Context: an optimization exercise on an open-source flow, tuned for small area and a short achievable clock period. The choices shown serve that exercise and are no tape-out recipe. The RTL was checked by simulation tests, not by an equivalence proof against the original design. No activity file was given, so power comes from the tool's default toggle rates.

==> module aish_rot2, before the edit <==
module aish_rot2 #(
	parameter NB  = 16,
	parameter SH  = 1,
	parameter INV = 1
) (
	input  [8*NB-1:0] a,
	input             s_n,
	input             s_p,
	output [8*NB-1:0] y
);
	localparam HB = 4 * NB;
	wire [8*NB-1:0] r = {a[8*SH-1:0], a[8*NB-1:8*SH]};
	wire [8*NB-1:0] m = {s_p ? r[8*NB-1:HB] : a[8*NB-1:HB], ~s_n ? r[HB-1:0] : a[HB-1:0]};
	assign y = INV ? ~m : m;
endmodule
==> module axi_stream_insert_header, before the edit <==
module axi_stream_insert_header #(
	parameter DATA_WD = 128,
	parameter DATA_BYTE_WD = DATA_WD / 8
) (
	input                           clk,
	input                           rst_n,
	input                           valid_in,
	input      [DATA_WD-1 : 0]      data_in,
	input      [DATA_BYTE_WD-1 : 0] keep_in,
	input                           last_in,
	output reg                      ready_in,
	input                           valid_insert,
	input      [DATA_WD-1 : 0]      header_insert,
	input      [DATA_BYTE_WD-1 : 0] keep_insert,
	output reg                      ready_insert,
	output                          valid_out,
	output     [DATA_WD-1 : 0]      data_out,
	output     [DATA_BYTE_WD-1 : 0] keep_out,
	output                          last_out,
	input                           ready_out
);
	localparam NB = DATA_BYTE_WD;
	reg               rdy_prev;    
	reg               rdy_prev2;   
	reg [DATA_WD-1:0] data_d;      
	reg [DATA_WD-1:0] merged_n;    
	reg [4:0]         hdr_cnt;     
	reg [4:0]         keep_cnt;    
	reg [5:0]         end_cnt;     
	reg [2:0]         rot_n;       
	reg [2:0]         rot_p;       
	wire [1:0] in_c2 [0:7];
	wire [2:0] in_c4 [0:3];
	wire [3:0] in_c8 [0:1];
	genvar g;
	generate
		for (g = 0; g < 8; g = g + 1) begin : g_c2
			assign in_c2[g] = keep_in[2*g] + keep_in[2*g+1];
		end
		for (g = 0; g < 4; g = g + 1) begin : g_c4
			assign in_c4[g] = in_c2[2*g] + in_c2[2*g+1];
		end
		for (g = 0; g < 2; g = g + 1) begin : g_c8
			assign in_c8[g] = in_c4[2*g] + in_c4[2*g+1];
		end
	endgenerate
	wire [4:0] in_cnt = in_c8[0] + in_c8[1];
	wire start = ready_out & valid_insert & valid_in;
	wire up    = ready_in & ~rdy_prev;
	wire [4:0] shift;
	wire [15:0] ins_t;
	aish_thermo16 u_ins_t (.x(keep_insert), .t(ins_t));
	wire [4:0] ins_cnt;
	assign ins_cnt[4] = ins_t[15];
	assign ins_cnt[3] = ins_t[7] & ~ins_t[15];
	assign ins_cnt[2] = (ins_t[3] & ~ins_t[7]) | (ins_t[11] & ~ins_t[15]);
	assign ins_cnt[1] = (ins_t[1] & ~ins_t[3]) | (ins_t[5] & ~ins_t[7]) |
	                    (ins_t[9] & ~ins_t[11]) | (ins_t[13] & ~ins_t[15]);
	assign ins_cnt[0] = (ins_t[0] & ~ins_t[1]) | (ins_t[2] & ~ins_t[3]) |
	                    (ins_t[4] & ~ins_t[5]) | (ins_t[6] & ~ins_t[7]) |
	                    (ins_t[8] & ~ins_t[9]) | (ins_t[10] & ~ins_t[11]) |
	                    (ins_t[12] & ~ins_t[13]) | (ins_t[14] & ~ins_t[15]);
	assign shift = up ? ins_cnt : hdr_cnt;
	reg [NB-1:0] hdr_low;
	integer j;
	always @(*) begin
		for (j = 0; j < NB; j = j + 1)
			hdr_low[j] = (hdr_cnt > j);
	end
	wire [NB-1:0] sel_in, sel_hdr, sel_prev;
	aish_sel #(.NB(NB)) u_sel (
		.t(ins_t), .h(hdr_low), .up(up),
		.sa(sel_in), .sb(sel_hdr), .sc(sel_prev));
	wire [DATA_WD-1:0] merged_n_d, merged_n_d8;
	aish_merge #(.NB(NB)) u_merge (
		.a(data_in), .b(header_insert), .c(data_d),
		.sa(sel_in), .sb(sel_hdr), .sc(sel_prev), .y(merged_n_d));
	aish_rot #(.NB(NB), .SH(8), .INV(0)) u_rot3 (.a(merged_n_d), .s(shift[3]), .y(merged_n_d8));
	wire [DATA_WD-1:0] r0, r1;
	aish_rot2 #(.NB(NB), .SH(1), .INV(1)) u_rot0 (.a(merged_n), .s_n(rot_n[0]), .s_p(rot_p[0]), .y(r0));
	aish_rot2 #(.NB(NB), .SH(2), .INV(1)) u_rot1 (.a(r0),       .s_n(rot_n[1]), .s_p(rot_p[1]), .y(r1));
	aish_rot2 #(.NB(NB), .SH(4), .INV(1)) u_rot2 (.a(r1),       .s_n(rot_n[2]), .s_p(rot_p[2]), .y(data_out));
	reg [NB-1:0] last_keep;
	integer k;
	always @(*) begin
		for (k = 0; k < NB; k = k + 1)
			last_keep[k] = (end_cnt >= 2 * NB - k);
	end
	assign valid_out = rdy_prev | rdy_prev2;
	assign last_out  = rdy_prev2 & ~rdy_prev;
	assign keep_out  = rdy_prev ? {NB{1'b1}} : last_keep;
	always @(posedge clk or negedge rst_n) begin
		if (~rst_n) begin
			ready_in     <= 1'b0;
			ready_insert <= 1'b0;
			rdy_prev     <= 1'b0;
			rdy_prev2    <= 1'b0;
		end else begin
			if (last_in)
				ready_in <= 1'b0;
			else if (start)
				ready_in <= 1'b1;
			if (ready_in)
				ready_insert <= 1'b0;
			else if (start)
				ready_insert <= 1'b1;
			rdy_prev  <= ready_in;
			rdy_prev2 <= rdy_prev;
		end
	end
	always @(posedge clk) begin
		data_d   <= data_in;
		merged_n <= merged_n_d8;
		rot_n    <= ~shift[2:0];
		rot_p    <= shift[2:0];
		if (up)
			hdr_cnt <= ins_cnt;
		keep_cnt <= in_cnt;
		end_cnt  <= hdr_cnt + keep_cnt;
	end
endmodule
export LEC_CHECK = 0
export CAP_MARGIN = 20
export CORE_MARGIN = 2
export CORE_UTILIZATION = 45
export CTS_CLUSTER_DIAMETER = 90
export CTS_CLUSTER_SIZE = 24
export SLEW_MARGIN = 20
export SYNTH_HIERARCHICAL = 1
create_clock -name core_clock -period 30.0 [get_ports {clk}]
standard.sh (not shown) runs the stock make flow with config.mk's settings and CLKGATE_MAP_FILE= SYNTH_SCRIPT=/design/flow/synth_recipe.tcl, a recipe that flattens the netlist after the stock synthesis.
==> flow/flow/run.sh <==
#!/bin/bash
# Standard layout, with plain buf_1 cells as the port buffers and timing repair aiming well below the period.
set -euo pipefail
bash standard.sh 'BUFFER_PORTS_ARGS=-buffer_cell sky130_fd_sc_hd__buf_1' SETUP_SLACK_MARGIN=21.5 finish > make.log 2>&1
The starting point completed with no timing, DRC or antenna violations.
Rerun with:
--- a/flow/design.v
+++ b/flow/design.v
@@ -76,27 +76,12 @@
 	aish_sort4 u_n1 (.v(x[7:4]),   .t(n1));
 	aish_sort4 u_n2 (.v(x[11:8]),  .t(n2));
 	aish_sort4 u_n3 (.v(x[15:12]), .t(n3));
 	aish_tadd #(.N(4)) u_h0 (.a(n0), .b(n1), .c(h0));
 	aish_tadd #(.N(4)) u_h1 (.a(n2), .b(n3), .c(h1));
 	aish_tadd #(.N(8)) u_t  (.a(h0), .b(h1), .c(t));
-endmodule
-module aish_rot2 #(
-	parameter NB  = 16,
-	parameter SH  = 1,
-	parameter INV = 1
-) (
-	input  [8*NB-1:0] a,
-	input             s_n,
-	input             s_p,
-	output [8*NB-1:0] y
-);
-	localparam HB = 4 * NB;
-	wire [8*NB-1:0] r = {a[8*SH-1:0], a[8*NB-1:8*SH]};
-	wire [8*NB-1:0] m = {s_p ? r[8*NB-1:HB] : a[8*NB-1:HB], ~s_n ? r[HB-1:0] : a[HB-1:0]};
-	assign y = INV ? ~m : m;
 endmodule
 module aish_sel #(
 	parameter NB = 16
 ) (
 	input  [NB-1:0] t,
 	input  [NB-1:0] h,
@@ -131,18 +116,17 @@
 	input                           ready_out
 );
 	localparam NB = DATA_BYTE_WD;
 	reg               rdy_prev;    
 	reg               rdy_prev2;   
 	reg [DATA_WD-1:0] data_d;      
-	reg [DATA_WD-1:0] merged_n;    
+	reg [DATA_WD-1:0] merged;      
 	reg [4:0]         hdr_cnt;     
 	reg [4:0]         keep_cnt;    
 	reg [5:0]         end_cnt;     
 	reg [2:0]         rot_n;       
-	reg [2:0]         rot_p;       
 	wire [1:0] in_c2 [0:7];
 	wire [2:0] in_c4 [0:3];
 	wire [3:0] in_c8 [0:1];
 	genvar g;
 	generate
 		for (g = 0; g < 8; g = g + 1) begin : g_c2
@@ -179,21 +163,21 @@
 			hdr_low[j] = (hdr_cnt > j);
 	end
 	wire [NB-1:0] sel_in, sel_hdr, sel_prev;
 	aish_sel #(.NB(NB)) u_sel (
 		.t(ins_t), .h(hdr_low), .up(up),
 		.sa(sel_in), .sb(sel_hdr), .sc(sel_prev));
-	wire [DATA_WD-1:0] merged_n_d, merged_n_d8;
+	wire [DATA_WD-1:0] merged_n_d, merged_d;
 	aish_merge #(.NB(NB)) u_merge (
 		.a(data_in), .b(header_insert), .c(data_d),
 		.sa(sel_in), .sb(sel_hdr), .sc(sel_prev), .y(merged_n_d));
-	aish_rot #(.NB(NB), .SH(8), .INV(0)) u_rot3 (.a(merged_n_d), .s(shift[3]), .y(merged_n_d8));
+	aish_rot #(.NB(NB), .SH(8), .INV(1)) u_rot3 (.a(merged_n_d), .s(shift[3]), .y(merged_d));
 	wire [DATA_WD-1:0] r0, r1;
-	aish_rot2 #(.NB(NB), .SH(1), .INV(1)) u_rot0 (.a(merged_n), .s_n(rot_n[0]), .s_p(rot_p[0]), .y(r0));
-	aish_rot2 #(.NB(NB), .SH(2), .INV(1)) u_rot1 (.a(r0),       .s_n(rot_n[1]), .s_p(rot_p[1]), .y(r1));
-	aish_rot2 #(.NB(NB), .SH(4), .INV(1)) u_rot2 (.a(r1),       .s_n(rot_n[2]), .s_p(rot_p[2]), .y(data_out));
+	aish_rot #(.NB(NB), .SH(1), .INV(1), .SN(1)) u_rot0 (.a(merged), .s(rot_n[0]), .y(r0));
+	aish_rot #(.NB(NB), .SH(2), .INV(1), .SN(1)) u_rot1 (.a(r0),     .s(rot_n[1]), .y(r1));
+	aish_rot #(.NB(NB), .SH(4), .INV(0), .SN(1)) u_rot2 (.a(r1),     .s(rot_n[2]), .y(data_out));
 	reg [NB-1:0] last_keep;
 	integer k;
 	always @(*) begin
 		for (k = 0; k < NB; k = k + 1)
 			last_keep[k] = (end_cnt >= 2 * NB - k);
 	end
@@ -218,15 +202,14 @@
 			rdy_prev  <= ready_in;
 			rdy_prev2 <= rdy_prev;
 		end
 	end
 	always @(posedge clk) begin
 		data_d   <= data_in;
-		merged_n <= merged_n_d8;
+		merged   <= merged_d;
 		rot_n    <= ~shift[2:0];
-		rot_p    <= shift[2:0];
 		if (up)
 			hdr_cnt <= ins_cnt;
 		keep_cnt <= in_cnt;
 		end_cnt  <= hdr_cnt + keep_cnt;
 	end
 endmodule
After rerunning: The new run finished with timing, DRC and antenna clean. Via count goes down by 0.57%. Global-route usage goes down by 1.0 points. Setup slack degrades by 12 ps. Total power goes up by 2.2%. First-iteration DRC count goes down by 7.5%. Area after synthesis goes up by 1.4%. Non-clock buffer count goes up by 19. Cell area goes up by 0.78%.

## afterwards: timing with drivers on the ports
Ports are ideal in the flow. The routed layouts listed here were re-timed in OpenROAD. Step 1 sets driving cells, clkbuf_16 on the clock port and buf_2 on the other inputs (assumed; they add their load-dependent delay and slew). Step 2 also shifts input and output timing later by t, the mid clock arrival at the registers, as if the neighbouring blocks saw the same clock. Three values: no drivers, after step 1, after step 2; two values: the first two.
| run | shift t [ns] | setup WS [ns] | worst setup path after step 2 | worst register clock-pin slew, ns | worst data-port slew with drivers (ns) |
|---|---|---|---|---|---|
| the first run | 0.558 | 21.471 / 21.481 / 20.923 | input to register | 0.10 / 0.10 | 0.07 |
| the second run | 0.562 | 21.459 / 21.477 / 20.915 | input to register | 0.10 / 0.10 | 0.07 |
After both steps setup and hold are still met in every run listed. For the first run, which loses most, drivers alone change the setup slack by +0.010 ns; drivers and shift together by -0.548 ns.
